Source: an optimization exercise on an open RTL-to-GDS flow (aim: small area and a short achievable clock period). Production flows keep margins and buffers that such runs may drop.
Function was checked by simulation only, so behaviour that the tests miss may differ from the original.
Power figures rest on the tool's default switching activity, not on a simulated workload.

--- flow/design.v ---
module simple_ram
#(parameter DATA_WIDTH = 32, parameter ADDR_WIDTH = 9)
(
	input [(DATA_WIDTH-1):0] data,
	input [(ADDR_WIDTH-1):0] r_w_addr,
	input we, clk,
	output reg [(DATA_WIDTH-1):0] q
);
	reg [DATA_WIDTH-1:0] ram[2**ADDR_WIDTH-1:0];
	always @ (posedge clk)
	begin
		if (we)
			ram[r_w_addr] <= data;
		q <= ram[r_w_addr];
	end
endmodule
module gen_pack_TSE (
input clk_i,
input srst_i,
input [9:0]gen_address_AvMM_S_i,
input gen_write_AvMM_S_i,
input [31:0]gen_writedata_AvMM_S_i,
input gen_read_AvMM_S_i,
output [31:0]gen_readdata_AvMM_S_o,
output gen_readdatavalid_AvMM_S_o,
output gen_waitrequest_AvMM_S_o,
input [31:0]gen_readdata_AvMM_M_i,
input gen_waitrequest_AvMM_M_i,
output [7:0]gen_address_AvMM_M_o,
output gen_write_AvMM_M_o,
output [31:0]gen_writedata_AvMM_M_o,
output gen_read_AvMM_M_o,
input  gen_ready_i,
output [7:0]gen_data_o,
output gen_valid_o,
output gen_startofpacket_o,
output gen_endofpacket_o
);
localparam [31:0] VAL_NOT_FOUND         = 32'h404;
localparam [31:0] TSE_REG_VAL_RESET     = 32'h2008;
localparam [31:0] TSE_REG_VAL_RESET_COR = 32'h8;
localparam [31:0] TSE_REG_VAL_2_COMCONF = 32'h900001b;
localparam [13:0] GEN_VAL_PART_OF_SEC   = 14'h30d4;
localparam [2:0] IDLE         = 3'b000,
                 WORK_REG     = 3'b001,
                 WORK_RAM     = 3'b010,
                 TSE_RW       = 3'b011,
                 INIT_TSE_ST  = 3'b100,
                 INIT_TSE_RD  = 3'b101,
                 INIT_TSE_WR  = 3'b110,
                 INIT_TSE_CHK = 3'b111;
localparam [1:0] IDLE_ST = 2'b00,
                 SOP     = 2'b01,
                 SEND    = 2'b10,
                 EOP     = 2'b11;
logic [31:0] control, count_pack_reg, time_work, rand_val_speed;
logic [31:0] rdata_s;
logic        rvalid_s;
logic        waitreq_s;
logic [7:0]  addr_m;
logic        write_m;
logic [31:0] wdata_m;
logic        read_m;
logic        we_tv;
logic [5:0]  r_w_addr_tv;
logic [5:0]  r_w_addr_tv_ST;
logic [5:0]  ram_addr;
logic [31:0] q_tv;
logic [1:0]  state_ST;
logic [7:0]  data_o;
logic        valid_o;
logic        sop_o;
logic        eop_o;
logic [31:0] temp_val_data_tx;
logic [1:0]  count_32to8;
logic [8:0]  size_tv;
logic [10:0] count_end_tx;
logic [10:0] size_pack;
logic [31:0] count_pack_work1;    
logic        flag_startwork_tx;
logic        flag_set_control_0_bit;
logic [13:0] cout_one_sec;
logic [31:0] count_time_work;
logic [9:0]  work_speed;
logic [9:0]  wait_speed;
logic [9:0]  wait_speed_const;
logic [10:0] count_work_speed;
logic [10:0] rand_range;
logic        flag_range_1_ready;
logic        flag_range_2_ready;
logic        flag_range_3_ready;
logic [10:0] rand_range_1;
logic [10:0] rand_range_2;
logic [10:0] rand_range_3;
logic        flag_next_rand_size;
logic [10:0] rand_range_1_count;
logic [9:0]  rand_range_2_count;
logic [9:0]  rand_range_3_count;
logic [1:0]  range_queue;
logic [10:0] value_rnd_1;
logic [9:0]  value_rnd_2;
logic [9:0]  value_rnd_3;
simple_ram #(.DATA_WIDTH(32), .ADDR_WIDTH(6)) simple_ram_ex (
  .clk      (clk_i),
  .we       (we_tv),
  .data     (gen_writedata_AvMM_S_i),
  .r_w_addr (ram_addr),
  .q        (q_tv)
);
wire [9:0] a_s   = gen_address_AvMM_S_i;
wire       req_s = gen_write_AvMM_S_i | gen_read_AvMM_S_i;
wire [5:0] ram_offset = a_s[5:0] - 6'h10;
wire       m_ok  = ~gen_waitrequest_AvMM_M_i;
wire in_reg = (a_s[9:2] == 8'h0);                                    
wire in_ram = ~a_s[9] & (a_s[8] ? (~a_s[7] & ~(&a_s[6:1]))           
                                : (a_s[7:4] != 4'h0));               
wire in_tse = a_s[9] & ~a_s[8] & ~((&a_s[7:5]) & (a_s[4:2] != 3'h0));  
logic s_idle, s_reg, s_ram, s_tse, s_ist, s_ird, s_iwr, s_ichk;
wire idle_ok = s_idle & ~control[24];
wire rd_cor  = (gen_readdata_AvMM_M_i == TSE_REG_VAL_RESET_COR);
wire rd_conf = (gen_readdata_AvMM_M_i == TSE_REG_VAL_2_COMCONF);
wire n_reg  = (idle_ok & req_s & in_reg) | (s_reg & waitreq_s);
wire n_ram  = (idle_ok & req_s & in_ram) | (s_ram & waitreq_s);
wire n_tse  = (idle_ok & req_s & in_tse) | (s_tse & waitreq_s);
wire n_ist  = (s_idle & control[24]) | (s_ist & ~m_ok);
wire n_ird  = (s_ist & m_ok) | (s_ird & ~(m_ok & rd_cor));
wire n_iwr  = (s_ird & m_ok & rd_cor) | (s_iwr & ~m_ok);
wire n_ichk = (s_iwr & m_ok) | (s_ichk & ~m_ok);
wire n_idle = (idle_ok & ~(req_s & (in_reg | in_ram | in_tse))) |
              ((s_reg | s_ram | s_tse) & ~waitreq_s) |
              (s_ichk & m_ok);
logic [31:0] control_mm_n, count_pack_reg_n, time_work_n, rand_val_speed_n;
logic [31:0] rdata_s_n;
logic        rvalid_s_n, waitreq_s_n;
logic [7:0]  addr_m_n;
logic        write_m_n, read_m_n;
logic [31:0] wdata_m_n;
logic        we_tv_n;
logic [5:0]  r_w_addr_tv_n;
wire rd_s = gen_read_AvMM_S_i;
wire wr_s = gen_write_AvMM_S_i;
wire ack_404 = n_idle & ~control[24] & rd_s & ~rvalid_s;
wire ack_reg = n_reg & rd_s & in_reg;
wire ram_hit = (r_w_addr_tv == ram_offset);
wire ack_ram = n_ram & ~control[0] & rd_s & ram_hit;
wire ack_tse = n_tse & rd_s & m_ok;
logic [31:0] reg_sel;
always_comb
  case (a_s[1:0])
    2'd0: reg_sel = control;
    2'd1: reg_sel = count_pack_reg;
    2'd2: reg_sel = time_work;
    2'd3: reg_sel = rand_val_speed;
  endcase
wire wr_reg = n_reg & wr_s & in_reg;
always_comb begin
  rvalid_s_n  = ack_404 | ack_reg | ack_ram | ack_tse;
  waitreq_s_n = ~((n_idle & ~control[24] & ((wr_s & waitreq_s) | (rd_s & ~rvalid_s))) |
                  (n_reg & req_s) |
                  (n_ram & ~control[0] & (wr_s | (rd_s & ram_hit))) |
                  (n_tse & req_s & m_ok));
  rdata_s_n   = ({32{ack_404}} & VAL_NOT_FOUND) |
                ({32{ack_reg}} & reg_sel) |
                ({32{ack_ram}} & q_tv) |
                ({32{ack_tse}} & gen_readdata_AvMM_M_i);
  we_tv_n       = n_ram & ~control[0] & wr_s;
  r_w_addr_tv_n = (n_ram & ~control[0] & req_s) ? ram_offset : r_w_addr_tv;
  control_mm_n     = control;
  count_pack_reg_n = count_pack_reg;
  time_work_n      = time_work;
  rand_val_speed_n = rand_val_speed;
  if (flag_set_control_0_bit)
    control_mm_n[0] = 1'b0;
  if (n_idle & m_ok & rd_conf)
    control_mm_n[24] = 1'b0;
  if (wr_reg)
    case (a_s[1:0])
      2'd0: control_mm_n     = gen_writedata_AvMM_S_i;
      2'd1: count_pack_reg_n = gen_writedata_AvMM_S_i;
      2'd2: time_work_n      = gen_writedata_AvMM_S_i;
      2'd3: rand_val_speed_n = gen_writedata_AvMM_S_i;
    endcase
  write_m_n = (n_tse & wr_s & ~m_ok) | n_ist | n_iwr;
  read_m_n  = (n_tse & rd_s & ~m_ok) | n_ird | n_ichk;
  addr_m_n  = n_tse ? a_s[7:0] : 8'h2;
  wdata_m_n = n_ist ? TSE_REG_VAL_RESET :
              n_iwr ? TSE_REG_VAL_2_COMCONF : gen_writedata_AvMM_S_i;
end
logic [1:0] next_ST;
wire [10:0] cnt_p1 = count_end_tx + 11'h1;
wire        last1  = ({1'b0, count_end_tx} + 12'h1 == {1'b0, size_pack});
wire        last2  = ({1'b0, count_end_tx} + 12'h2 == {1'b0, size_pack});
always_comb begin
  next_ST = IDLE_ST;
  case (state_ST)
    IDLE_ST: next_ST = (control[0] && count_work_speed == 11'h0) ? SOP : IDLE_ST;
    SOP:     if (gen_ready_i && sop_o && control[0])
               next_ST = SEND;
             else if (r_w_addr_tv_ST == 6'd5)
               next_ST = IDLE_ST;
             else
               next_ST = SOP;
    SEND:    next_ST = (gen_ready_i && last1) ? EOP : SEND;
    EOP:     if (count_work_speed != 11'h0 && gen_ready_i)
               next_ST = IDLE_ST;
             else if (flag_startwork_tx && gen_ready_i)
               next_ST = SOP;
             else if (gen_ready_i)
               next_ST = IDLE_ST;
             else
               next_ST = EOP;
    default: next_ST = IDLE_ST;
  endcase
end
logic [7:0]  data_o_n;
logic        valid_o_n, sop_o_n, eop_o_n;
logic [5:0]  r_w_addr_tv_ST_n;
logic [1:0]  count_32to8_n;
logic [31:0] temp_val_data_tx_n;
logic [8:0]  size_tv_n;
logic [10:0] count_end_tx_n;
logic [31:0] count_pack_work1_n;
logic        flag_startwork_tx_n;
logic        flag_set_n;
logic [7:0] byte_sel;
always_comb begin
  case (count_32to8)
    2'd0: byte_sel = temp_val_data_tx[7:0];
    2'd1: byte_sel = temp_val_data_tx[15:8];
    2'd2: byte_sel = temp_val_data_tx[23:16];
    2'd3: byte_sel = temp_val_data_tx[31:24];
  endcase
end
always_comb begin
  data_o_n            = data_o;
  valid_o_n           = valid_o;
  sop_o_n             = 1'b0;
  eop_o_n             = eop_o;
  r_w_addr_tv_ST_n    = r_w_addr_tv_ST;
  count_32to8_n       = count_32to8;
  temp_val_data_tx_n  = temp_val_data_tx;
  size_tv_n           = size_tv;
  count_end_tx_n      = count_end_tx;
  count_pack_work1_n  = count_pack_work1;
  flag_startwork_tx_n = flag_startwork_tx;
  flag_set_n          = 1'b0;
  case (next_ST)
    IDLE_ST: begin
      r_w_addr_tv_ST_n = flag_startwork_tx ? 6'd0 : 6'd1;
      data_o_n       = 8'h0;
      valid_o_n      = 1'b0;
      eop_o_n        = 1'b0;
      count_32to8_n  = 2'd0;
      size_tv_n      = 9'd0;
      count_end_tx_n = 11'd0;
      if (!control[0])
        count_pack_work1_n = 32'h1;
    end
    SOP: begin
      r_w_addr_tv_ST_n = control[0] ? 6'd0 : 6'd5;
      if (r_w_addr_tv_ST == 6'd0)
        count_end_tx_n = 11'd1;
      if (count_end_tx == 11'd1) begin
        temp_val_data_tx_n = q_tv;
        data_o_n           = q_tv[7:0];
        valid_o_n          = 1'b1;
        sop_o_n            = 1'b1;
        count_32to8_n      = 2'd1;
        size_tv_n          = 9'd0;
      end
      else if (!control[0])
        flag_startwork_tx_n = 1'b0;
      else if (flag_startwork_tx) begin
        count_end_tx_n     = 11'd1;
        temp_val_data_tx_n = q_tv;
        data_o_n           = q_tv[7:0];
        valid_o_n          = 1'b1;
        sop_o_n            = 1'b1;
        count_32to8_n      = 2'd1;
        size_tv_n          = 9'd0;
      end
      eop_o_n = 1'b0;
    end
    SEND: begin
      valid_o_n = 1'b1;
      if (gen_ready_i) begin
        data_o_n = byte_sel;
        if (count_32to8 == 2'd1)
          r_w_addr_tv_ST_n = size_tv[5:0] + 6'h1;
        count_end_tx_n = cnt_p1;
        count_32to8_n  = count_32to8 + 2'h1;
        if (count_32to8 == 2'd3) begin
          size_tv_n          = size_tv + 9'h1;
          temp_val_data_tx_n = q_tv;
        end
        if (last2) begin
          r_w_addr_tv_ST_n = 6'd0;
          if (!control[2]) begin
            count_pack_work1_n = count_pack_work1 + 32'h1;
            if (count_pack_work1 >= count_pack_reg)
              flag_set_n = 1'b1;
          end
          else if (count_time_work >= time_work)
            flag_set_n = 1'b1;
        end
      end
    end
    EOP: begin
      valid_o_n = 1'b1;
      if (gen_ready_i) begin
        data_o_n       = byte_sel;
        count_end_tx_n = cnt_p1;
        count_32to8_n  = count_32to8 + 2'h1;
        if (count_32to8 == 2'd3) begin
          size_tv_n          = size_tv + 9'h1;
          temp_val_data_tx_n = q_tv;
        end
        r_w_addr_tv_ST_n = 6'd0;
        if (last1)
          eop_o_n = 1'b1;
        flag_startwork_tx_n = 1'b1;
      end
    end
  endcase
end
always_ff @(posedge clk_i) begin
  if (srst_i) begin
    s_idle <= 1'b1; s_reg <= 1'b0; s_ram <= 1'b0; s_tse <= 1'b0;
    s_ist  <= 1'b0; s_ird <= 1'b0; s_iwr <= 1'b0; s_ichk <= 1'b0;
    rdata_s        <= 32'h0;
    rvalid_s       <= 1'b0;
    waitreq_s      <= 1'b1;
    control        <= 32'h0;
    count_pack_reg <= 32'h0;
    time_work      <= 32'h0;
    rand_val_speed <= 32'h0;
    we_tv          <= 1'b0;
    r_w_addr_tv    <= 6'h0;
    ram_addr       <= 6'h0;
    state_ST          <= IDLE_ST;
    data_o            <= 8'h0;
    valid_o           <= 1'b0;
    sop_o             <= 1'b0;
    eop_o             <= 1'b0;
    r_w_addr_tv_ST    <= 6'h0;
    count_32to8       <= 2'h0;
    temp_val_data_tx  <= 32'h0;
    size_tv           <= 9'h0;
    count_end_tx      <= 11'h0;
    count_pack_work1  <= 32'h1;
    flag_startwork_tx <= 1'b0;
    flag_set_control_0_bit <= 1'b0;
  end
  else begin
    s_idle <= n_idle; s_reg <= n_reg; s_ram <= n_ram; s_tse <= n_tse;
    s_ist  <= n_ist;  s_ird <= n_ird; s_iwr <= n_iwr; s_ichk <= n_ichk;
    rdata_s        <= rdata_s_n;
    rvalid_s       <= rvalid_s_n;
    waitreq_s      <= waitreq_s_n;
    control        <= control_mm_n;
    count_pack_reg <= count_pack_reg_n;
    time_work      <= time_work_n;
    rand_val_speed <= rand_val_speed_n;
    we_tv          <= we_tv_n;
    r_w_addr_tv    <= r_w_addr_tv_n;
    ram_addr       <= control_mm_n[0] ? r_w_addr_tv_ST_n : r_w_addr_tv_n;
    state_ST          <= next_ST;
    data_o            <= data_o_n;
    valid_o           <= valid_o_n;
    sop_o             <= sop_o_n;
    eop_o             <= eop_o_n;
    r_w_addr_tv_ST    <= r_w_addr_tv_ST_n;
    count_32to8       <= count_32to8_n;
    temp_val_data_tx  <= temp_val_data_tx_n;
    size_tv           <= size_tv_n;
    count_end_tx      <= count_end_tx_n;
    count_pack_work1  <= count_pack_work1_n;
    flag_startwork_tx <= flag_startwork_tx_n;
    flag_set_control_0_bit <= flag_set_n;
  end
end
always_ff @(posedge clk_i) begin
  write_m <= write_m_n;
  read_m  <= read_m_n;
  addr_m  <= addr_m_n;
  wdata_m <= wdata_m_n;
end
always_ff @(posedge clk_i) begin
  if (srst_i) begin
    cout_one_sec    <= 14'h0;
    count_time_work <= 32'h0;
  end
  else if (!control[0]) begin
    cout_one_sec    <= 14'h0;
    count_time_work <= 32'h0;
  end
  else if (cout_one_sec >= GEN_VAL_PART_OF_SEC) begin
    cout_one_sec    <= 14'h0;
    count_time_work <= count_time_work + 32'h1;
  end
  else
    cout_one_sec <= cout_one_sec + 14'h1;
end
wire [9:0] spd = rand_val_speed[31:22];
always_ff @(posedge clk_i) begin
  if (srst_i) begin
    work_speed       <= 10'h0;
    wait_speed       <= 10'h0;
    wait_speed_const <= 10'h0;
    count_work_speed <= 11'h0;
  end
  else begin
    wait_speed_const <= 10'h000 - spd;
    if (control[0]) begin
      if (valid_o) begin
        if ({1'b0, work_speed} + 11'h1 < {1'b0, spd})
          work_speed <= work_speed + 10'h1;
        else if (spd < 10'd1000) begin
          work_speed       <= 10'h0;
          count_work_speed <= count_work_speed + 11'h1;
        end
      end
      else if (count_work_speed != 11'h0) begin
        if ({1'b0, wait_speed} + 11'h1 < {1'b0, wait_speed_const})
          wait_speed <= wait_speed + 10'h1;
        else begin
          count_work_speed <= count_work_speed - 11'h1;
          wait_speed       <= 10'h0;
        end
      end
    end
    else begin
      work_speed       <= 10'h0;
      count_work_speed <= 11'h0;
      wait_speed       <= 10'h0;
    end
  end
end
wire [10:0] rmin = rand_val_speed[10:0];
wire        next_is_eop = (next_ST == EOP);
always_ff @(posedge clk_i) begin
  if (srst_i) begin
    size_pack           <= 11'd62;
    flag_next_rand_size <= 1'b0;
    range_queue         <= 2'h0;
    rand_range_1_count  <= 11'h0;
    rand_range_2_count  <= 10'h0;
    rand_range_3_count  <= 10'h0;
    value_rnd_1         <= 11'h0;
    value_rnd_2         <= 10'h0;
    value_rnd_3         <= 10'h0;
  end
  else begin
    if (!control[1])
      size_pack <= (control[13:3] >= 11'd62) ? control[13:3] : 11'd62;
    else if (rand_range == 11'h0)
      size_pack <= 11'd62;
    if (flag_range_1_ready && flag_range_2_ready && flag_range_3_ready && !flag_next_rand_size && !next_is_eop) begin
      range_queue         <= range_queue + 2'h1;
      flag_next_rand_size <= 1'b1;
      if ((range_queue[0] ||
           (range_queue == 2'd2 && {1'b0, rand_range_2_count} >= rand_range_2) ||
           (range_queue == 2'd0 && {1'b0, rand_range_3_count} >= rand_range_3)) &&
          rand_range_1_count < rand_range_1) begin
        rand_range_1_count <= rand_range_1_count + 11'h1;
        value_rnd_1        <= (value_rnd_1 << 2) + value_rnd_1 + 11'h1;
        size_pack          <= value_rnd_1 + rmin;
      end
      else if ((range_queue != 2'd0 ||
                {1'b0, rand_range_3_count} >= rand_range_3) &&
               {1'b0, rand_range_2_count} < rand_range_2) begin
        rand_range_2_count <= rand_range_2_count + 10'h1;
        value_rnd_2        <= (value_rnd_2 << 2) + value_rnd_2 + 10'h1;
        size_pack          <= {1'b0, value_rnd_2} + base_2;
      end
      else if ({1'b0, rand_range_3_count} < rand_range_3) begin
        rand_range_3_count <= rand_range_3_count + 10'h1;
        value_rnd_3        <= value_rnd_3 + 10'h1;
        size_pack          <= {1'b0, value_rnd_3} + base_2 + rand_range_2;
      end
    end
    if (flag_next_rand_size && next_is_eop) begin
      flag_next_rand_size <= 1'b0;
      if (rand_range_1_count >= rand_range_1 &&
          {1'b0, rand_range_2_count} >= rand_range_2 &&
          {1'b0, rand_range_3_count} >= rand_range_3) begin
        rand_range_1_count <= 11'h0;
        rand_range_2_count <= 10'h0;
        rand_range_3_count <= 10'h0;
        value_rnd_1        <= 11'h0;
        value_rnd_2        <= 10'h0;
        value_rnd_3        <= 10'h0;
      end
      if      (rand_range_1 == 11'h400) value_rnd_1 <= {1'b0, value_rnd_1[9:0]};
      else if (rand_range_1 == 11'h200) value_rnd_1 <= {2'b0, value_rnd_1[8:0]};
      else if (rand_range_1 == 11'h100) value_rnd_1 <= {3'b0, value_rnd_1[7:0]};
      else if (rand_range_1 == 11'h080) value_rnd_1 <= {4'b0, value_rnd_1[6:0]};
      else if (rand_range_1 == 11'h040) value_rnd_1 <= {5'b0, value_rnd_1[5:0]};
      else if (rand_range_1 == 11'h020) value_rnd_1 <= {6'b0, value_rnd_1[4:0]};
      else if (rand_range_1 == 11'h010) value_rnd_1 <= {7'b0, value_rnd_1[3:0]};
      else if (rand_range_1 == 11'h008) value_rnd_1 <= {8'b0, value_rnd_1[2:0]};
      else if (rand_range_1 == 11'h004) value_rnd_1 <= {9'b0, value_rnd_1[1:0]};
      else if (rand_range_1 == 11'h002) value_rnd_1 <= {10'b0, value_rnd_1[0]};
      if      (rand_range_2 == 11'h200) value_rnd_2 <= {1'b0, value_rnd_2[8:0]};
      else if (rand_range_2 == 11'h100) value_rnd_2 <= {2'b0, value_rnd_2[7:0]};
      else if (rand_range_2 == 11'h080) value_rnd_2 <= {3'b0, value_rnd_2[6:0]};
      else if (rand_range_2 == 11'h040) value_rnd_2 <= {4'b0, value_rnd_2[5:0]};
      else if (rand_range_2 == 11'h020) value_rnd_2 <= {5'b0, value_rnd_2[4:0]};
      else if (rand_range_2 == 11'h010) value_rnd_2 <= {6'b0, value_rnd_2[3:0]};
      else if (rand_range_2 == 11'h008) value_rnd_2 <= {7'b0, value_rnd_2[2:0]};
      else if (rand_range_2 == 11'h004) value_rnd_2 <= {8'b0, value_rnd_2[1:0]};
      else if (rand_range_2 == 11'h002) value_rnd_2 <= {9'b0, value_rnd_2[0]};
    end
  end
end
function automatic [10:0] pow2_below(input [10:0] r, input bit top1024);
  logic [10:0] gt;
  integer k;
  for (k = 1; k <= 10; k = k + 1)
    gt[k] = (|(r >> (k + 1))) | (r[k] & (|(r & ((11'h1 << k) - 11'h1))));
  gt[0] = 1'b0;
  if (!top1024) gt[10] = 1'b0;
  pow2_below = 11'h0;
  for (k = 1; k <= 10; k = k + 1)
    if (gt[k]) pow2_below = 11'h1 << k;
endfunction
wire [10:0] rr_left = rand_range - rand_range_1;
wire        rr_go   = (rand_range != 11'h0);
wire [10:0] rand_range_1_n = (rr_go && !flag_range_1_ready) ? pow2_below(rand_range, 1'b1) : rand_range_1;
wire wr_rvs = wr_reg & (a_s[1:0] == 2'd3);
logic [10:0] base_k, base_w;
logic        base_sel;
always_ff @(posedge clk_i) begin
  base_k   <= rand_val_speed[10:0] + rand_range_1;
  base_w   <= gen_writedata_AvMM_S_i[10:0] + rand_range_1;
  base_sel <= wr_rvs & ~srst_i;
end
wire [10:0] base_2 = base_sel ? base_w : base_k;
always_ff @(posedge clk_i) begin
  if (srst_i) begin
    flag_range_1_ready <= 1'b0;
    flag_range_2_ready <= 1'b0;
    flag_range_3_ready <= 1'b0;
    rand_range_1       <= 11'h0;
    rand_range_2       <= 11'h0;
    rand_range_3       <= 11'h0;
    rand_range         <= 11'h0;
  end
  else begin
    if (control[0] && control[1])
      rand_range <= rand_val_speed[21:11] - rand_val_speed[10:0] + 11'h1;
    else begin
      flag_range_1_ready <= 1'b0;
      flag_range_2_ready <= 1'b0;
      flag_range_3_ready <= 1'b0;
      rand_range         <= 11'h0;
    end
    rand_range_1 <= rand_range_1_n;
    if (rr_go) begin
      if (!flag_range_1_ready)
        flag_range_1_ready <= 1'b1;
      else if (!flag_range_2_ready) begin
        rand_range_2       <= pow2_below(rr_left, 1'b0);
        flag_range_2_ready <= 1'b1;
      end
      else if (!flag_range_3_ready) begin
        rand_range_3       <= rr_left - rand_range_2;
        flag_range_3_ready <= 1'b1;
      end
    end
  end
end
assign gen_readdata_AvMM_S_o      = rdata_s;
assign gen_readdatavalid_AvMM_S_o = rvalid_s;
assign gen_waitrequest_AvMM_S_o   = waitreq_s;
assign gen_address_AvMM_M_o   = addr_m;
assign gen_write_AvMM_M_o     = write_m;
assign gen_writedata_AvMM_M_o = wdata_m;
assign gen_read_AvMM_M_o      = read_m;
assign gen_data_o          = data_o;
assign gen_valid_o         = valid_o;
assign gen_startofpacket_o = sop_o;
assign gen_endofpacket_o   = eop_o;
endmodule
--- flow/run.sh ---
#!/bin/bash
# synth_recipe.tcl (not shown) runs the flow's synth.tcl, then flattens the netlist and writes it again
# the make line also repeats each setting of config.mk as NAME=value (left out here)
make -C /OpenROAD-flow-scripts/flow DESIGN_CONFIG=/design/flow/config.mk WORK_HOME=/design/flow/orfs CLKGATE_MAP_FILE= SYNTH_SCRIPT=/design/flow/synth_recipe.tcl finish
--- flow/config.mk ---
export PLATFORM = sky130hd
export DESIGN_NAME = gen_pack_TSE
export DESIGN_NICKNAME = gen_pack_TSE
export VERILOG_FILES = /design/flow/design.v
export SDC_FILE = /design/flow/constraint.sdc
export NUM_CORES = 4
export LEC_CHECK = 0
export CAP_MARGIN = 20
export CORE_MARGIN = 2
export CORE_UTILIZATION = 60
export CTS_BUF_LIST = sky130_fd_sc_hd__clkbuf_16
export CTS_CLUSTER_DIAMETER = 50
export CTS_CLUSTER_SIZE = 28
export PLACE_DENSITY = 0.7
export SETUP_SLACK_MARGIN = 5
export SLEW_MARGIN = 20
export TNS_END_PERCENT = 100
--- flow/constraint.sdc ---
create_clock -name core_clock -period 8.0 [get_ports {clk_i}]
set_input_delay 1.6000 -clock core_clock [delete_from_list [all_inputs] [get_ports {clk_i}]]
set_output_delay 1.6000 -clock core_clock [all_outputs]
set_load 0.01 [all_outputs]
==> flow_summary.ini, run 1 <==
[status]
status = finished clean

[timing]
max_freq_mhz = 305
tns_ns = 0
finalWorstSetupSlack_ns = 4.73
relSlewSlack_pct = 15.1
setup_viol = 0
final_hold_viol_count = 0
clock_skew_ns = 0.0414
tightest_slew_ns = 1.27
finalCriticalPeriod_ns = 3.28
rsz0062_at_grt = yes
final_max_slew_viol_count = 0
post-route-period-util_pct = 40.9

[drt]
first_iter_violations = 11200
route.final.wire_length_um = 329000
top_layer = met5
vias_per_cell = 6.94
met2_wirelength_um = 153000
wl_met3_um = 38300
vias = 73600
drt_first_pass_iters = 10
ant_nets = 0
wl_per_cell_um = 31.0
drc = 0
met1Wirelength_um = 123000

[layout]
drive_above_1_share_pct = 17.7
syn2layout_area_growth_pct = 15.5
largest_reg_flops = 2048
nets = 8443
fill_cells = 11900
final_area_um2 = 123000
largest_register = simple_ram_ex.ram
layout.cells.non_filler = 10600

[floorplanning]
die_w_um = 425
ios = 167
die_h_um = 425
start_util_pct = 60.4
die-area_um2 = 181000
coreArea_um2 = 176000
row_count = 154

[setup_path]
path_delay_family = adder cells
crit_chain = mux2i_4 > inv_2 > fa_1 > ha_2 > inv_2 > fa_2 > nor2b_4 > o31a_1 > o21a_1 > o211ai_1 > a21boi_1 > nor3b_2 > o211ai_1 > a221oi_2
crit_slowest_cell = fa_1
cp_data_arrival_time_ns = 3.95
crit_buf_inv = 2
rrSetupSlack_ns = 4.73
r2r_end = size_pack[9]
crit_required_ns = 8.68
worst_r2r_startpoint = base_sel
start_kind = flip-flop
rr_worst_depth = 14
worstSetupPathType = reg -> reg
worst_setup_path_end_kind = flip-flop
max_stage_delay_ns = 0.50
path_max_fanout = 4

[logic_synthesis]
synth_nets = 8126
synth_edf_count = 2048
synth_cells = 7784
yosysSeqAreaShare_pct = 69.0
synth_area_um2 = 106000
async_reset_ff_share_pct = 0
ys_top_cells_by_area = edfxtp_1 58%, dfxtp_1 11%, a22oi_1 4.7%, ha_1 2.9%, a21oi_1 2.3%
syn_avg_cell_area_um2 = 13.7
synth_cell_types = 91
synth_top_area_cell = edfxtp_1
synth-seq-cells = 2639
synth_top_area_share_pct = 57.8
synth_warnings = 2
synthFlopType = edfxtp_1

[min_path]
hold_end = control[22]
hold_depth = 2
hold_start = control[22]
hold_class = reg -> reg

[power]
powerDensity_nw_per_um2 = 221
power.leakage_uw = 0.0400
ir_worst_vdd_uv = 233
finalPower_uw = 27100

[clock_tree]
clkTransAtPathRegs_ns = 0.07
cts_tree = done
cts_max_level = 4
clockRootBuffer = clkbuf_16
clock_sinks = 2639
numCtsBuffers = 193
insertion_delay_ns = 0.87
cts_hold_buf = 0
cts.path.max_buffers = 3

[place]
gp_congestion = 0.954
post-place-ws_ns = 2.58
port_buffers = 166
placed_area_um2 = 112000
dp.cells = 10000
hpwl_um = 187000

[global_routing]
antenna_found_initial = 16
grt_pass1_vias = 69400
grt_pass1_wl_um = 467000
grt_max_degree = 98
grtUsageTotal_pct = 35.3
grt_overflow = 0

[flow_run]
cap_violations = 0
==> repair_timing <==
| item | in CTS | in global routing |
|---|---|---|
| cloned | 20 | 18 |
| endpoints found under the setup margin | 2141 | 528 |
| setup buffers | 120 | 86 |
| pin swaps | 112 | 116 |
| gates resized for setup | 690 | 254 |
==> synthesized netlist by cell type, drive strengths merged (34+ instances only) <==
cell type	number
nand4	162
o31ai	55
nor4	52
a221oi	196
and3	67
xnor2	98
a22oi	663
a222oi	39
dfxtp	591
o21ai	148
clkbuf	383
nand3	147
a211oi	38
a21o	56
o211ai	35
inv	215
a22o	200
edfxtp	2048
nand2	530
ha	244
and2	60
nor2b	34
xor2	78
a21oi	487
nor3	81
or4	60
buf	86
nor2	345
a31oi	187
==> kinds of logic after synthesis <==
family	share of synthesized area (%)
buffers and inverters	2.47
XOR/XNOR	1.47
flip-flops	69.0
multiplexers	1.08
AND/OR/NAND/NOR	7.75
AO/OA/AOI/OAI	15.0
adder cells (fa/ha/maj)	3.22
==> worst max path at each step <==
stage / start / depth (start not counted) / end
after floorplan: gen_address_AvMM_S_i[4] / 11 / ram_addr[5]
after global placement: gen_ready_i / 10 / value_rnd_2[2]
after detailed placement: gen_ready_i / 10 / value_rnd_2[2]
after CTS: base_sel / 14 / size_pack[9]
after global routing: base_sel / 13 / size_pack[9]
final: base_sel / 14 / size_pack[9]
==> through the flow <==
step / hold slack, ns / util (%)
finish: 0.456 / 69.7
global route: 0.478 / 69.7
CTS: 0.457 / 68.5
detailed placement: 0.444 / 63.4
global placement: 0.437 / 63.4
floorplan: 0.377 / -
==> area by class of cell <==
type / count / area, um^2 / share of cell area [%]
repair buffers: 569 / 5080 / 4.14
clock inverters: 164 / 2030 / 1.65
inverters: 215 / 851 / 0.693
flip-flops and latches: 2639 / 73500 / 59.9
diodes: 6 / 15.0 / 0.0122
clock buffers: 197 / 4930 / 4.02
well taps: 2340 / 2930 / 2.38
multi-input cells: 4483 / 33400 / 27.2
==> power by group <==
part           leakage, uW  internal, uW  total (uW)  switching [uW]
Sequential          0.0232         14800       15000             177
Clock              0.00338          5240       10600            5390
Combinational       0.0134           412        1490            1080
Total               0.0400         20500       27100            6650
==> per-layer routing <==
metal | up-vias | track usage [%]
met5 | - | 0
met4 | 12 | 13.2
met3 | 810 | 7.93
met2 | 4680 | 55.9
met1 | 36700 | 48.0
li1 | 31400 | -
==> layout by cell type (no fill, tap or decap), types with 67 or more instances in the layout <==
cell type	n
a21oi_1	428
a221oi_1	188
a22o_1	198
a22oi_1	654
a31oi_1	177
buf_2	111
buf_4	308
clkbuf_16	207
dfxtp_1	520
edfxtp_1	2048
ha_1	229
inv_1	206
nand2_1	508
nand3_1	127
nand4_1	162
nor2_1	268
nor2_4	67
o21ai_0	119
xnor2_1	92
xor2_1	71
==> tightest hold or removal path: cells and delay by family (launching register included) <==
family,cells,cell delay (ns)
AOI/OAI and AO/OA,1,0.05
DFF,1,0.31
and+or+nand+nor,1,0.05
==> run 2, diff against run 1 <==
--- a/flow/config.mk
+++ b/flow/config.mk
@@ -7,11 +7,11 @@
 export LEC_CHECK = 0
 export CAP_MARGIN = 20
 export CORE_MARGIN = 2
-export CORE_UTILIZATION = 60
+export CORE_UTILIZATION = 70
 export CTS_BUF_LIST = sky130_fd_sc_hd__clkbuf_16
 export CTS_CLUSTER_DIAMETER = 50
 export CTS_CLUSTER_SIZE = 28
-export PLACE_DENSITY = 0.7
+export PLACE_DENSITY = 0.8
 export SETUP_SLACK_MARGIN = 5
 export SLEW_MARGIN = 20
 export TNS_END_PERCENT = 100
==> run 2 against run 1 <==
Clock power shrank 6%. Maximum frequency shrank 7.6%. Sequential power is essentially flat. Die area shrank 14%. Setup slack lost 0.27 ns. Synthesized cell count is the same. Sequential cell count is the same. Still clean. Register-to-register slack lost 0.27 ns. Global-route usage grew 5.9 points. Critical endpoint unchanged.
==> flow_summary.ini, run 2 <==
[layout]
final_common_cell = edfxtp_1
fill_cells = 8025
drive_above_1_share_pct = 18.2
largest_register = simple_ram_ex.ram
nets = 8462
syn2layout_area_growth_pct = 15.1
final_cell_mix = 2,048 x edfxtp_1, 654 x a22oi_1, 518 x dfxtp_1, 510 x nand2_1, 407 x a21oi_1
largest_reg_flops = 2048

[min_path]
hold_class = reg -> reg

[timing]
rsz0062_at_grt = yes
max_freq_mhz = 282
clock_skew_ns = 0.0398
relSlewSlack_pct = 11.1
post-route-period-util_pct = 44.3
finalCriticalPeriod_ns = 3.55
tns_ns = 0
tightest_slew_ns = 1.33
final_max_slew_viol_count = 0
setup_viol = 0
hold_ws_ns = 0.457
final_hold_viol_count = 0

[global_routing]
grt.busiest_layer = met2
grt_overflow = 0
grt_util_met3_pct = 10.4
grt_pass1_wl_um = 471000
grt_util_met2_pct = 63.5
grt_pass1_vias = 71800
met1_usage_pct = 54.5
grt_max_degree = 241
grtUsageTotal_pct = 41.1
antenna_found_initial = 19

[power]
finalPower_uw = 26500
ir_worst_vdd_uv = 267
clockPowerShare_pct = 37.8
powerDensity_nw_per_um2 = 217
combinationalPowerShare_pct = 5.7
power.leakage_uw = 0.0398
p_seq_share_pct = 56.5
p_int_uw = 20000
swShare_pct = 24.8
power.net_switching_uw = 6570

[logic_synthesis]
synth_adder_area_share_pct = 3.22
synth.area.mux_share_pct = 1.08
yosysSeqAreaShare_pct = 69.0
ys_top_cells_by_area = edfxtp_1 58%, dfxtp_1 11%, a22oi_1 4.7%, ha_1 2.9%, a21oi_1 2.3%
synth-xor-area-share_pct = 1.47
synth_compound_area_share_pct = 15.0
synth_area_um2 = 106000
synth_edf_count = 2048
synth_top_area_share_pct = 57.8
synth_top_area_cell = edfxtp_1
syn_avg_cell_area_um2 = 13.7
synth_cells = 7784
synth_simple_gate_area_share_pct = 7.75
synth-seq-cells = 2639
synth_nets = 8126
async_reset_ff_share_pct = 0
synthFlopType = edfxtp_1
synth_common_cells = 2,048 x edfxtp_1, 663 x a22oi_1, 591 x dfxtp_1
synth_warnings = 2
synth_cell_types = 91
synth_top_family_by_area = compound AO/OA/AOI/OAI gates
yosysMostFrequentCell = edfxtp_1

[setup_path]
endpoint = size_pack[9]
cp_data_arrival_time_ns = 4.23
path_delay_family = compound AO/OA/AOI/OAI gates
crit_buf_inv = 2
worst_r2r_startpoint = base_sel
worstSetupPathType = reg -> reg
critPathLaunch = base_sel
start_kind = flip-flop
crit_slowest_cell = o211ai_1
path_max_fanout = 3
worst_setup_path_end_kind = flip-flop
rr_worst_depth = 14
crit_chain = mux2i_4 > inv_2 > fa_1 > ha_2 > inv_2 > fa_2 > nor2b_4 > o31a_1 > o21a_1 > o211ai_1 > nand3b_1 > nor3b_2 > o211ai_1 > a221oi_2
r2r_end = size_pack[9]
crit_required_ns = 8.69
critical_path_depth = 14
max_stage_delay_ns = 0.48
rrSetupSlack_ns = 4.45

[flow_run]
cap_violations = 0

[clock_tree]
cts_tree = done
cts_max_level = 4
cts.path.max_buffers = 3
numCtsBuffers = 176
insertion_delay_ns = 0.85
clock_sinks = 2639
cts_hold_buf = 0
clkTransAtPathRegs_ns = 0.08
clockRootBuffer = clkbuf_16

[floorplanning]
ios = 167
start_util_pct = 70.2
die_w_um = 394
die-area_um2 = 155000
row_count = 143
coreArea_um2 = 151000
die_h_um = 394

[drt]
first_iter_violations = 12800
vias_per_cell = 7.44
drt_first_pass_iters = 14
ant_nets = 0
wl_per_cell_um = 32.7
route.final.wire_length_um = 337000
vias = 76700
drc = 0

[place]
port_buffers = 166
hpwl_um = 186000
gp_congestion = 0.948

[status]
status = finished clean
## run 2: cell counts after synthesis
Identical to the previous run, type by type.
## run 2: cell families after synthesis
kind of cell / count (synthesis)
AO/OA/AOI/OAI: 2271
XOR/XNOR: 177
adder cells (fa/ha/maj): 263
buffers and inverters: 684
flip-flops: 2639
multiplexers: 73
AND/OR/NAND/NOR: 1677
## run 2: worst register-to-register path, delay by kind of cell, from the launching register on
kind	cells	cell delay, ns
buffers and inverters	2	0.14
flip-flops	1	0.40
AND/OR/NAND/NOR	3	0.31
AO/OA/AOI/OAI	5	1.31
adder cells (fa/ha/maj)	3	0.88
multiplexers	1	0.35
## run 2: worst min path at each step
stage | cells past startpoint | to | startpoint
after floorplan | 0 | base_k[0] | rand_val_speed[0]
after global placement | 2 | temp_val_data_tx[13] | temp_val_data_tx[13]
after detailed placement | 2 | temp_val_data_tx[13] | temp_val_data_tx[13]
after CTS | 2 | temp_val_data_tx[16] | temp_val_data_tx[16]
after global routing | 2 | temp_val_data_tx[1] | temp_val_data_tx[1]
final | 2 | rand_range_3[8] | rand_range_3[8]
## run 2: per-layer routing
layer / wire length [um] / up-vias
li1: - / 31500
met1: 111000 / 36900
met2: 152000 / 6959
met3: 51500 / 1404
met4: 23000 / 12
met5: 90 / -
## run 2: power by group through the flow
stage / registers, uW / clock network (uW) / logic (uW)
global placement: 15300 / 0 / 1350
detailed placement: 15300 / 0 / 1380
floorplan: 15200 / 0 / 646
CTS: 15000 / 10000 / 1410
global route: 15000 / 10500 / 1550
finish: 15000 / 10000 / 1520
## run 2: cell type report
class	count	area [um^2]	area share, %
Antenna cell	5	12.5	0.0102
Multi-Input combinational cell	4493	33700	27.5
Clock inverter	151	1890	1.54
Sequential cell	2639	73500	60.1
Inverter	215	852	0.696
Clock buffer	180	4500	3.68
Timing Repair inverter	1	5.00	0.00409
Timing Repair Buffer	594	5400	4.41
Tap cell	2030	2540	2.07
## run 2: stage by stage
step	instances	cell area, um^2	util (%)	setup slack [ns]
CTS	10100	120000	79.1	4.67
detailed placement	9694	111000	73.6	2.73
global placement	9693	111000	73.5	2.80
global route	10300	122000	80.9	4.38
floorplan	7784	108000	-	4.43
finish	10300	122000	80.9	4.45
## run 2: timing repair
| action | 4_1_cts | 5_1_grt |
|---|---|---|
| resized for setup | 586 | 338 |
| pin swaps | 101 | 115 |
| setup endpoints to repair | 2262 | 629 |
| buffers inserted | 99 | 124 |
| cloned | 21 | 33 |
==> run 3, diff against run 2 <==
--- a/flow/design.v
+++ b/flow/design.v
@@ -74,7 +74,7 @@
 logic [31:0] temp_val_data_tx;
 logic [1:0]  count_32to8;
 logic [8:0]  size_tv;
-logic [10:0] count_end_tx;
+logic [11:0] cet1, cet2;           
 logic [10:0] size_pack;
 logic [31:0] count_pack_work1;    
 logic        flag_startwork_tx;
@@ -83,7 +83,7 @@
 logic [31:0] count_time_work;
 logic [9:0]  work_speed;
 logic [9:0]  wait_speed;
-logic [9:0]  wait_speed_const;
+logic [9:0]  wait_speed_lim;     
 logic [10:0] count_work_speed;
 logic [10:0] rand_range;
 logic        flag_range_1_ready;
@@ -92,6 +92,7 @@
 logic [10:0] rand_range_1;
 logic [10:0] rand_range_2;
 logic [10:0] rand_range_3;
+logic [10:0] m1, m2;                
 logic        flag_next_rand_size;
 logic [10:0] rand_range_1_count;
 logic [9:0]  rand_range_2_count;
@@ -187,9 +188,10 @@
               n_iwr ? TSE_REG_VAL_2_COMCONF : gen_writedata_AvMM_S_i;
 end
 logic [1:0] next_ST;
-wire [10:0] cnt_p1 = count_end_tx + 11'h1;
-wire        last1  = ({1'b0, count_end_tx} + 12'h1 == {1'b0, size_pack});
-wire        last2  = ({1'b0, count_end_tx} + 12'h2 == {1'b0, size_pack});
+wire [11:0] cet1_inc = cet1[11] ? 12'd1 : cet1 + 12'd1;
+wire [11:0] cet2_inc = (cet2 == 12'd2049) ? 12'd2 : cet2 + 12'd1;
+wire        last1  = (cet1 == {1'b0, size_pack});
+wire        last2  = (cet2 == {1'b0, size_pack});
 always_comb begin
   next_ST = IDLE_ST;
   case (state_ST)
@@ -218,7 +220,7 @@
 logic [1:0]  count_32to8_n;
 logic [31:0] temp_val_data_tx_n;
 logic [8:0]  size_tv_n;
-logic [10:0] count_end_tx_n;
+logic [11:0] cet1_n, cet2_n;
 logic [31:0] count_pack_work1_n;
 logic        flag_startwork_tx_n;
 logic        flag_set_n;
@@ -240,7 +242,8 @@
   count_32to8_n       = count_32to8;
   temp_val_data_tx_n  = temp_val_data_tx;
   size_tv_n           = size_tv;
-  count_end_tx_n      = count_end_tx;
+  cet1_n              = cet1;
+  cet2_n              = cet2;
   count_pack_work1_n  = count_pack_work1;
   flag_startwork_tx_n = flag_startwork_tx;
   flag_set_n          = 1'b0;
@@ -252,15 +255,17 @@
       eop_o_n        = 1'b0;
       count_32to8_n  = 2'd0;
       size_tv_n      = 9'd0;
-      count_end_tx_n = 11'd0;
+      cet1_n = 12'd1;
+      cet2_n = 12'd2;
       if (!control[0])
         count_pack_work1_n = 32'h1;
     end
     SOP: begin
       r_w_addr_tv_ST_n = control[0] ? 6'd0 : 6'd5;
       if (r_w_addr_tv_ST == 6'd0)
-        count_end_tx_n = 11'd1;
-      if (count_end_tx == 11'd1) begin
+        cet1_n = 12'd2;
+        cet2_n = 12'd3;
+      if (cet1 == 12'd2) begin
         temp_val_data_tx_n = q_tv;
         data_o_n           = q_tv[7:0];
         valid_o_n          = 1'b1;
@@ -271,7 +276,8 @@
       else if (!control[0])
         flag_startwork_tx_n = 1'b0;
       else if (flag_startwork_tx) begin
-        count_end_tx_n     = 11'd1;
+        cet1_n             = 12'd2;
+        cet2_n             = 12'd3;
         temp_val_data_tx_n = q_tv;
         data_o_n           = q_tv[7:0];
         valid_o_n          = 1'b1;
@@ -287,7 +293,8 @@
         data_o_n = byte_sel;
         if (count_32to8 == 2'd1)
           r_w_addr_tv_ST_n = size_tv[5:0] + 6'h1;
-        count_end_tx_n = cnt_p1;
+        cet1_n = cet1_inc;
+        cet2_n = cet2_inc;
         count_32to8_n  = count_32to8 + 2'h1;
         if (count_32to8 == 2'd3) begin
           size_tv_n          = size_tv + 9'h1;
@@ -309,7 +316,8 @@
       valid_o_n = 1'b1;
       if (gen_ready_i) begin
         data_o_n       = byte_sel;
-        count_end_tx_n = cnt_p1;
+        cet1_n = cet1_inc;
+        cet2_n = cet2_inc;
         count_32to8_n  = count_32to8 + 2'h1;
         if (count_32to8 == 2'd3) begin
           size_tv_n          = size_tv + 9'h1;
@@ -346,7 +354,8 @@
     count_32to8       <= 2'h0;
     temp_val_data_tx  <= 32'h0;
     size_tv           <= 9'h0;
-    count_end_tx      <= 11'h0;
+    cet1              <= 12'd1;
+    cet2              <= 12'd2;
     count_pack_work1  <= 32'h1;
     flag_startwork_tx <= 1'b0;
     flag_set_control_0_bit <= 1'b0;
@@ -373,7 +382,8 @@
     count_32to8       <= count_32to8_n;
     temp_val_data_tx  <= temp_val_data_tx_n;
     size_tv           <= size_tv_n;
-    count_end_tx      <= count_end_tx_n;
+    cet1              <= cet1_n;
+    cet2              <= cet2_n;
     count_pack_work1  <= count_pack_work1_n;
     flag_startwork_tx <= flag_startwork_tx_n;
     flag_set_control_0_bit <= flag_set_n;
@@ -402,18 +412,20 @@
     cout_one_sec <= cout_one_sec + 14'h1;
 end
 wire [9:0] spd = rand_val_speed[31:22];
+wire work_lt = (work_speed < spd) & ({1'b0, work_speed} + 11'h1 != {1'b0, spd});
+wire wait_lt = (wait_speed < wait_speed_lim) & ~(&wait_speed_lim);
+always_ff @(posedge clk_i)
+  wait_speed_lim <= ~spd;
 always_ff @(posedge clk_i) begin
   if (srst_i) begin
     work_speed       <= 10'h0;
     wait_speed       <= 10'h0;
-    wait_speed_const <= 10'h0;
     count_work_speed <= 11'h0;
   end
   else begin
-    wait_speed_const <= 10'h000 - spd;
     if (control[0]) begin
       if (valid_o) begin
-        if ({1'b0, work_speed} + 11'h1 < {1'b0, spd})
+        if (work_lt)
           work_speed <= work_speed + 10'h1;
         else if (spd < 10'd1000) begin
           work_speed       <= 10'h0;
@@ -421,7 +433,7 @@
         end
       end
       else if (count_work_speed != 11'h0) begin
-        if ({1'b0, wait_speed} + 11'h1 < {1'b0, wait_speed_const})
+        if (wait_lt)
           wait_speed <= wait_speed + 10'h1;
         else begin
           count_work_speed <= count_work_speed - 11'h1;
@@ -438,6 +450,8 @@
 end
 wire [10:0] rmin = rand_val_speed[10:0];
 wire        next_is_eop = (next_ST == EOP);
+wire c1_lt = m1[10] & ~|(rand_range_1_count & m1);            
+wire c2_lt = m2[10] & ~|({1'b0, rand_range_2_count} & m2);    
 always_ff @(posedge clk_i) begin
   if (srst_i) begin
     size_pack           <= 11'd62;
@@ -459,16 +473,16 @@
       range_queue         <= range_queue + 2'h1;
       flag_next_rand_size <= 1'b1;
       if ((range_queue[0] ||
-           (range_queue == 2'd2 && {1'b0, rand_range_2_count} >= rand_range_2) ||
+           (range_queue == 2'd2 && !c2_lt) ||
            (range_queue == 2'd0 && {1'b0, rand_range_3_count} >= rand_range_3)) &&
-          rand_range_1_count < rand_range_1) begin
+          c1_lt) begin
         rand_range_1_count <= rand_range_1_count + 11'h1;
         value_rnd_1        <= (value_rnd_1 << 2) + value_rnd_1 + 11'h1;
         size_pack          <= value_rnd_1 + rmin;
       end
       else if ((range_queue != 2'd0 ||
                 {1'b0, rand_range_3_count} >= rand_range_3) &&
-               {1'b0, rand_range_2_count} < rand_range_2) begin
+               c2_lt) begin
         rand_range_2_count <= rand_range_2_count + 10'h1;
         value_rnd_2        <= (value_rnd_2 << 2) + value_rnd_2 + 10'h1;
         size_pack          <= {1'b0, value_rnd_2} + base_2;
@@ -481,8 +495,7 @@
     end
     if (flag_next_rand_size && next_is_eop) begin
       flag_next_rand_size <= 1'b0;
-      if (rand_range_1_count >= rand_range_1 &&
-          {1'b0, rand_range_2_count} >= rand_range_2 &&
+      if (!c1_lt && !c2_lt &&
           {1'b0, rand_range_3_count} >= rand_range_3) begin
         rand_range_1_count <= 11'h0;
         rand_range_2_count <= 10'h0;
@@ -491,25 +504,8 @@
         value_rnd_2        <= 10'h0;
         value_rnd_3        <= 10'h0;
       end
-      if      (rand_range_1 == 11'h400) value_rnd_1 <= {1'b0, value_rnd_1[9:0]};
-      else if (rand_range_1 == 11'h200) value_rnd_1 <= {2'b0, value_rnd_1[8:0]};
-      else if (rand_range_1 == 11'h100) value_rnd_1 <= {3'b0, value_rnd_1[7:0]};
-      else if (rand_range_1 == 11'h080) value_rnd_1 <= {4'b0, value_rnd_1[6:0]};
-      else if (rand_range_1 == 11'h040) value_rnd_1 <= {5'b0, value_rnd_1[5:0]};
-      else if (rand_range_1 == 11'h020) value_rnd_1 <= {6'b0, value_rnd_1[4:0]};
-      else if (rand_range_1 == 11'h010) value_rnd_1 <= {7'b0, value_rnd_1[3:0]};
-      else if (rand_range_1 == 11'h008) value_rnd_1 <= {8'b0, value_rnd_1[2:0]};
-      else if (rand_range_1 == 11'h004) value_rnd_1 <= {9'b0, value_rnd_1[1:0]};
-      else if (rand_range_1 == 11'h002) value_rnd_1 <= {10'b0, value_rnd_1[0]};
-      if      (rand_range_2 == 11'h200) value_rnd_2 <= {1'b0, value_rnd_2[8:0]};
-      else if (rand_range_2 == 11'h100) value_rnd_2 <= {2'b0, value_rnd_2[7:0]};
-      else if (rand_range_2 == 11'h080) value_rnd_2 <= {3'b0, value_rnd_2[6:0]};
-      else if (rand_range_2 == 11'h040) value_rnd_2 <= {4'b0, value_rnd_2[5:0]};
-      else if (rand_range_2 == 11'h020) value_rnd_2 <= {5'b0, value_rnd_2[4:0]};
-      else if (rand_range_2 == 11'h010) value_rnd_2 <= {6'b0, value_rnd_2[3:0]};
-      else if (rand_range_2 == 11'h008) value_rnd_2 <= {7'b0, value_rnd_2[2:0]};
-      else if (rand_range_2 == 11'h004) value_rnd_2 <= {8'b0, value_rnd_2[1:0]};
-      else if (rand_range_2 == 11'h002) value_rnd_2 <= {9'b0, value_rnd_2[0]};
+      if (rand_range_1 != 11'h0) value_rnd_1 <= value_rnd_1 & ~m1;
+      if (rand_range_2 != 11'h0) value_rnd_2 <= value_rnd_2 & ~m2[9:0];
     end
   end
 end
@@ -526,6 +522,10 @@
 endfunction
 wire [10:0] rr_left = rand_range - rand_range_1;
 wire        rr_go   = (rand_range != 11'h0);
+function automatic [10:0] or_up(input [10:0] v);
+  integer k;
+  for (k = 0; k < 11; k = k + 1) or_up[k] = |(v & ((11'h2 << k) - 11'h1));
+endfunction
 wire [10:0] rand_range_1_n = (rr_go && !flag_range_1_ready) ? pow2_below(rand_range, 1'b1) : rand_range_1;
 wire wr_rvs = wr_reg & (a_s[1:0] == 2'd3);
 logic [10:0] base_k, base_w;
@@ -544,6 +544,8 @@
     rand_range_1       <= 11'h0;
     rand_range_2       <= 11'h0;
     rand_range_3       <= 11'h0;
+    m1                 <= 11'h0;
+    m2                 <= 11'h0;
     rand_range         <= 11'h0;
   end
   else begin
@@ -556,11 +558,13 @@
       rand_range         <= 11'h0;
     end
     rand_range_1 <= rand_range_1_n;
+    m1           <= or_up(rand_range_1_n);
     if (rr_go) begin
       if (!flag_range_1_ready)
         flag_range_1_ready <= 1'b1;
       else if (!flag_range_2_ready) begin
         rand_range_2       <= pow2_below(rr_left, 1'b0);
+        m2                 <= or_up(pow2_below(rr_left, 1'b0));
         flag_range_2_ready <= 1'b1;
       end
       else if (!flag_range_3_ready) begin
--- a/flow/config.mk
+++ b/flow/config.mk
@@ -7,11 +7,11 @@
 export LEC_CHECK = 0
 export CAP_MARGIN = 20
 export CORE_MARGIN = 2
-export CORE_UTILIZATION = 70
+export CORE_UTILIZATION = 60
 export CTS_BUF_LIST = sky130_fd_sc_hd__clkbuf_16
 export CTS_CLUSTER_DIAMETER = 50
 export CTS_CLUSTER_SIZE = 28
-export PLACE_DENSITY = 0.8
+export PLACE_DENSITY = 0.7
 export SETUP_SLACK_MARGIN = 5
 export SLEW_MARGIN = 20
 export TNS_END_PERCENT = 100
==> run 3 against run 2 <==
Combinational power shrank 3%. Largest power group unchanged. Sequential cell count grew 32. Critical path depth grew 1. Die area grew 16%. Sequential power is essentially flat.
==> flow_summary.ini, run 3 <==
[timing]
final_hold_viol_count = 0
setup_viol = 0
relSlewSlack_pct = 26.4
post-route-period-util_pct = 39.1
final_max_slew_viol_count = 0
max_freq_mhz = 320
clock_skew_ns = 0.0355
finalWorstSetupSlack_ns = 4.88
hold_ws_ns = 0.452
tightest_slew_ns = 1.10
rsz0062_at_grt = yes
tns_ns = 0
finalCriticalPeriod_ns = 3.12

[global_routing]
grt_pass1_wl_um = 467000
grt_overflow = 0
grt_pass1_vias = 68400
grtUsageTotal_pct = 35.5
grt_max_degree = 105
antenna_found_initial = 14

[logic_synthesis]
synth_edf_count = 2048
synth_nets = 8089
async_reset_ff_share_pct = 0
yosysSeqAreaShare_pct = 69.6
ys_top_cells_by_area = edfxtp_1 58%, dfxtp_1 12%, a22oi_1 5.4%, ha_1 2.7%, a21oi_1 2.3%
synth_warnings = 2
synth_common_cells = 2,048 x edfxtp_1, 761 x a22oi_1, 623 x dfxtp_1
synth_top_area_share_pct = 57.9
yosysMostFrequentCell = edfxtp_1
synth_top_area_cell = edfxtp_1
synth_cells = 7762
synth-seq-cells = 2671
syn_avg_cell_area_um2 = 13.7
synthFlopType = edfxtp_1
synth_area_um2 = 106000
synth_cell_types = 108

[drt]
vias_per_cell = 6.82
ant_nets = 0
drc = 0
first_iter_violations = 10500
vias = 71900
drt_first_pass_iters = 8
wl_per_cell_um = 31.2
route.final.wire_length_um = 328000

[layout]
final_common_cell = edfxtp_1
nets = 8343
largest_reg_flops = 2048
syn2layout_area_growth_pct = 14.6
final_area_um2 = 122000
drive_above_1_share_pct = 16.6
largest_register = simple_ram_ex.ram
final_cell_mix = 2,048 x edfxtp_1, 759 x a22oi_1, 574 x nand2_1, 551 x dfxtp_1, 420 x a21oi_1

[power]
p_int_uw = 20600
combinationalPowerShare_pct = 5.4
ir_worst_vdd_uv = 245
clockPowerShare_pct = 39.4
powerDensity_nw_per_um2 = 225
finalPower_uw = 27400
p_seq_share_pct = 55.2
power.net_switching_uw = 6830
swShare_pct = 24.9
power.leakage_uw = 0.0396

[place]
hpwl_um = 190000
post-place-ws_ns = 2.80
port_buffers = 166
placed_area_um2 = 112000
gp_congestion = 0.930

[clock_tree]
cts.path.max_buffers = 3
cts_tree = done
cts_max_level = 4
clock_sinks = 2671
insertion_delay_ns = 0.86
clkTransAtPathRegs_ns = 0.07
numCtsBuffers = 195
clockRootBuffer = clkbuf_16

[floorplanning]
ios = 167
coreArea_um2 = 176000
die_h_um = 425
die-area_um2 = 180000
start_util_pct = 60.3
die_w_um = 425
row_count = 154

[min_path]
hold_depth = 2
hold_class = reg -> reg
hold_start = rand_range_3[2]
hold_end = rand_range_3[2]

[setup_path]
worstSetupPathType = reg -> reg
r2r_end = size_pack[9]
rr_worst_depth = 15
crit_slowest_cell = fa_2
worst_setup_path_end_kind = flip-flop
cp_data_arrival_time_ns = 3.83
crit_required_ns = 8.71
crit_chain = buf_12 > mux2i_4 > inv_2 > fa_2 > ha_4 > inv_1 > fa_2 > nor2b_2 > o21ai_2 > a21oi_2 > o41ai_1 > xor2_1 > nor2_1 > o22ai_2 > o22ai_2
path_delay_family = adder cells
path_max_fanout = 5
crit_buf_inv = 3
start_kind = flip-flop
worst_r2r_startpoint = base_sel
max_stage_delay_ns = 0.55
rrSetupSlack_ns = 4.88

[flow_run]
cap_violations = 0

[status]
status = finished clean
-- run 3: cell count changes after synthesis, moves of 22 or more --
cell	delta
a221oi_1	-29
a222oi_1	-29
a22o_1	-41
a22oi_1	+98
dfxtp_1	+32
nand2_1	+63
nand4_1	+22
nor3_1	+23
o31ai_1	-43
or4_1	-37
xnor2_1	+31
-- run 3: metrics by stage --
stage	instances	utilization, %
floorplan	7762	-
finish	10500	69.1
global placement	10000	63.4
CTS	10500	68.3
global route	10500	69.1
detailed placement	10000	63.4
-- run 3: worst max-delay path by stage --
stage	startpoint	end	slack, ns	depth (start not counted)
2_1_floorplan	ram_addr[5]	simple_ram_ex.ram[43][0]	4.18	6
3_3_place_gp	gen_ready_i	temp_val_data_tx[10]	2.83	10
3_5_place_dp	gen_ready_i	temp_val_data_tx[19]	2.80	10
4_1_cts	base_sel	size_pack[10]	4.73	12
5_1_grt	rand_range_1[3]	rand_range_3[8]	4.76	15
6_report	base_sel	size_pack[9]	4.88	15
-- run 3: power by group through the flow --
| stage | combinational, uW | sequential [uW] | clock (uW) |
|---|---|---|---|
| after floorplan | 621 | 15300 | 0 |
| after global placement | 1370 | 15400 | 0 |
| after detailed placement | 1390 | 15400 | 0 |
| after CTS | 1410 | 15100 | 10800 |
| after global routing | 1540 | 15100 | 11400 |
| final | 1480 | 15100 | 10800 |
-- run 3: kinds of logic (layout without fill, tap and decap cells) --
family          after synthesis  after routing  share of synthesized area [%]
simple gates               1693           1700                           7.70
flops                      2671           2671                           69.6
other cells                   0              9                              0
xor+xnor                    226            226                           1.87
buf+inv                     673           1091                           2.43
fa+ha+maj                   247            247                           3.04
mux                          59             59                          0.946
compound gates             2193           2194                           14.4
-- run 3: cell type report --
cell class	count	area [um^2]
tap	2340	2930
clock buffer	197	4930
sequential	2671	74100
multi-input combinational	4426	32300
fill	12000	54400
inverter	228	885
clock inverter	172	2150
timing repair buffer	494	4400
antenna	9	22.5
-- run 3: timing repair --
action / in CTS / in global routing
cloned: 10 / 10
endpoints found under the hold margin: 0 / 0
setup endpoints to repair: 2347 / 549
pin swaps: 89 / 96
buffers inserted: 87 / 50
hold buffers: 0 / 0
resized for setup: 667 / 189
-- run 3: layer usage --
metal	vias up	wire length, um	global-route usage [%]
met5	-	77	0
met4	12	15700	15.6
met3	739	35100	6.80
met2	4302	153000	56.1
met1	36000	125000	48.3
li1	30900	-	-
-- run 3: tightest hold or removal path: cells and delay by family (launching register included) --
family	cells	cell delay, ns
AOI/OAI and AO/OA	1	0.05
DFF	1	0.32
and+or+nand+nor	1	0.05
==> run 4, diff against run 3 <==
--- a/flow/config.mk
+++ b/flow/config.mk
@@ -7,11 +7,11 @@
 export LEC_CHECK = 0
 export CAP_MARGIN = 20
 export CORE_MARGIN = 2
-export CORE_UTILIZATION = 60
+export CORE_UTILIZATION = 55
 export CTS_BUF_LIST = sky130_fd_sc_hd__clkbuf_16
 export CTS_CLUSTER_DIAMETER = 50
 export CTS_CLUSTER_SIZE = 28
-export PLACE_DENSITY = 0.7
+export PLACE_DENSITY = 0.65
 export SETUP_SLACK_MARGIN = 5
 export SLEW_MARGIN = 20
 export TNS_END_PERCENT = 100
==> run 4 against run 3 <==
Still clean on timing, DRC and antenna. Maximum frequency fell by 4.8%. Count of clock-buffer cells in the layout rose by 25. Critical path depth fell by 4. Routed wire length up 0.55%. Sequential share of layout area is 0.50 points lower. Highest routed layer unchanged.
==> flow_summary.ini, run 4 <==
[floorplanning]
row_count = 161
die-area_um2 = 197000
coreArea_um2 = 192000
die_h_um = 444
start_util_pct = 55.3
die_w_um = 444
ios = 167

[logic_synthesis]
synth_top_area_share_pct = 57.9
yosysSeqAreaShare_pct = 69.6
synth-seq-cells = 2671
synth_common_cells = 2,048 x edfxtp_1, 761 x a22oi_1, 623 x dfxtp_1
ys_top_cells_by_area = edfxtp_1 58%, dfxtp_1 12%, a22oi_1 5.4%, ha_1 2.7%, a21oi_1 2.3%
synth_nets = 8089
async_reset_ff_share_pct = 0
synth_warnings = 2
synth_cells = 7762
synth_edf_count = 2048
synth_area_um2 = 106000
synth_top_area_cell = edfxtp_1
yosysMostFrequentCell = edfxtp_1
syn_avg_cell_area_um2 = 13.7
synth_cell_types = 108
synthFlopType = edfxtp_1

[timing]
clock_skew_ns = 0.0514
tightest_slew_ns = 1.20
max_freq_mhz = 305
final_max_slew_viol_count = 0
rsz0062_at_grt = yes
finalCriticalPeriod_ns = 3.28
relSlewSlack_pct = 19.1
setup_viol = 0
hold_ws_ns = 0.461
final_hold_viol_count = 0
finalWorstSetupSlack_ns = 4.72
tns_ns = 0
post-route-period-util_pct = 41.0

[global_routing]
met1_usage_pct = 44.5
grt_util_met2_pct = 52.3
grt_pass1_vias = 67300
grtUsageTotal_pct = 32.7
grt_overflow = 0
grt_pass1_wl_um = 471000
grt_max_degree = 93
grt_util_met3_pct = 6.56
grt.busiest_layer = met2
antenna_found_initial = 16

[drt]
first_iter_violations = 9587
ant_nets = 0
drt_first_pass_iters = 6
drc = 0
vias = 71300
route.final.wire_length_um = 330000
wl_per_cell_um = 30.7
vias_per_cell = 6.62

[clock_tree]
clkTransAtPathRegs_ns = 0.07
clock_sinks = 2671
cts.path.max_buffers = 3
clockRootBuffer = clkbuf_16
numCtsBuffers = 218
cts_tree = done
insertion_delay_ns = 0.89
cts_max_level = 4
cts_hold_buf = 0

[min_path]
hold_class = reg -> reg

[power]
powerDensity_nw_per_um2 = 231
ir_worst_vdd_uv = 227
finalPower_uw = 28300
power.leakage_uw = 0.0400

[flow_run]
cap_violations = 0

[place]
port_buffers = 166
post-place-ws_ns = 2.49
gp_congestion = 0.940
dp.cells = 10200
hpwl_um = 193000

[layout]
final_common_cell = edfxtp_1
syn2layout_area_growth_pct = 15.5
final_cell_mix = 2,048 x edfxtp_1, 760 x a22oi_1, 572 x nand2_1, 559 x dfxtp_1, 414 x a21oi_1
drive_above_1_share_pct = 16.9
layout.cells.non_filler = 10800
largest_register = simple_ram_ex.ram
nets = 8368
largest_reg_flops = 2048

[setup_path]
worstSetupPathType = reg -> reg
cp_data_arrival_time_ns = 4.03
path_max_fanout = 7
start_kind = flip-flop
worst_setup_path_end_kind = flip-flop
crit_required_ns = 8.74

[status]
status = finished clean
-- run 4: cell counts after synthesis --
Identical to the previous run, type by type.
-- run 4: worst max-delay path, cell delays in order (launching register included) --
cell and delay (ns):
dfxtp_4 0.44, mux2_4 0.35, fa_1 0.49, ha_1 0.33
a21oi_2 0.18, o211ai_1 0.16, o41ai_2 0.30, o21a_1 0.17
xnor2_1 0.10, o211ai_1 0.22, a21oi_1 0.10, a2111oi_0 0.32
-- run 4: path summary, 6_finish.rpt --
path,from,to,slack (ns),depth (start not counted)
max reg2reg,base_sel,size_pack[10],4.72,11
min,control[16],control[16],0.46,2
max,base_sel,size_pack[10],4.72,11
min reg2reg,control[16],control[16],0.46,2
-- run 4: layer usage --
metal	up-vias	share of wire [%]
met4	16	4.1
li1	30900	-
met5	-	0.037
met2	3838	47
met3	618	10
met1	35900	39
-- run 4: report_power, final --
group,leakage [uW],internal [uW],switching [uW],total [uW]
Sequential,0.0235,15000,171,15100
Combinational,0.0127,400,1090,1490
Clock,0.00385,5990,5700,11700
-- run 4: layout make-up --
| cell class | count | area (um^2) |
|---|---|---|
| clock inverters | 190 | 2350 |
| well taps | 2526 | 3160 |
| flip-flops and latches | 2671 | 74100 |
| clock buffers | 222 | 5560 |
| multi-input cells | 4425 | 32400 |
| diodes | 10 | 25.0 |
| fillers | 14100 | 69400 |
| repair buffers | 497 | 4290 |
| inverters | 228 | 887 |
-- run 4: logic make-up (layout without fill, tap and decap cells) --
kind of cell,count (synthesis),count (layout),share of synthesized area [%]
xor gates and xnor gates,226,226,1.87
and+or+nand+nor,1693,1699,7.70
buffers and inverters,673,1137,2.43
AOI/OAI and AO/OA,2193,2194,14.4
adders and majority gates,247,247,3.04
other,0,10,0
muxes,59,59,0.946
DFF,2671,2671,69.6
-- run 4: per-stage QoR --
stage | cell area [um^2] | util (%)
floorplan | 108000 | -
global placement | 112000 | 58.2
detailed placement | 112000 | 58.2
CTS | 121000 | 63.2
global route | 123000 | 63.9
finish | 123000 | 63.9
-- run 4: what timing repair did --
item	in CTS	in global routing
cloned	10	4
pin swaps	93	97
setup buffers	89	53
endpoints found under the setup margin	2445	648
gates resized for setup	668	191

==> separate check: timing with driven ports <==
No port has a modelled driver above. Below, the same layouts with a new extraction and two added sets of constraints.
Step 1: set_driving_cell puts a clkbuf_16 on clk_i and a buf_2 on each other input, an assumption about the parent block.
Step 2 also shifts input and output timing later by t, the mid clock arrival at the registers, as if the neighbouring blocks saw the same clock.
a / b / c = no drivers / after step 1 / after step 2; a / b = the first two.
run | t (ns) | setup slack, ns | slew at the worst register clock pin (ns)
run 1 | 0.952 | 4.725 / 4.725 / 4.014 | 0.10 / 0.10
run 2 | 0.921 | 4.455 / 4.455 / 3.947 | 0.11 / 0.11
run 3 | 0.941 | 4.875 / 4.865 / 3.990 | 0.10 / 0.10
run 4 | 0.969 | 4.716 / 4.716 / 4.091 | 0.10 / 0.10
After both steps setup and hold are still met in every run listed. For run 3, which loses most, drivers alone change the setup slack by -0.010 ns; drivers and shift together by -0.885 ns.
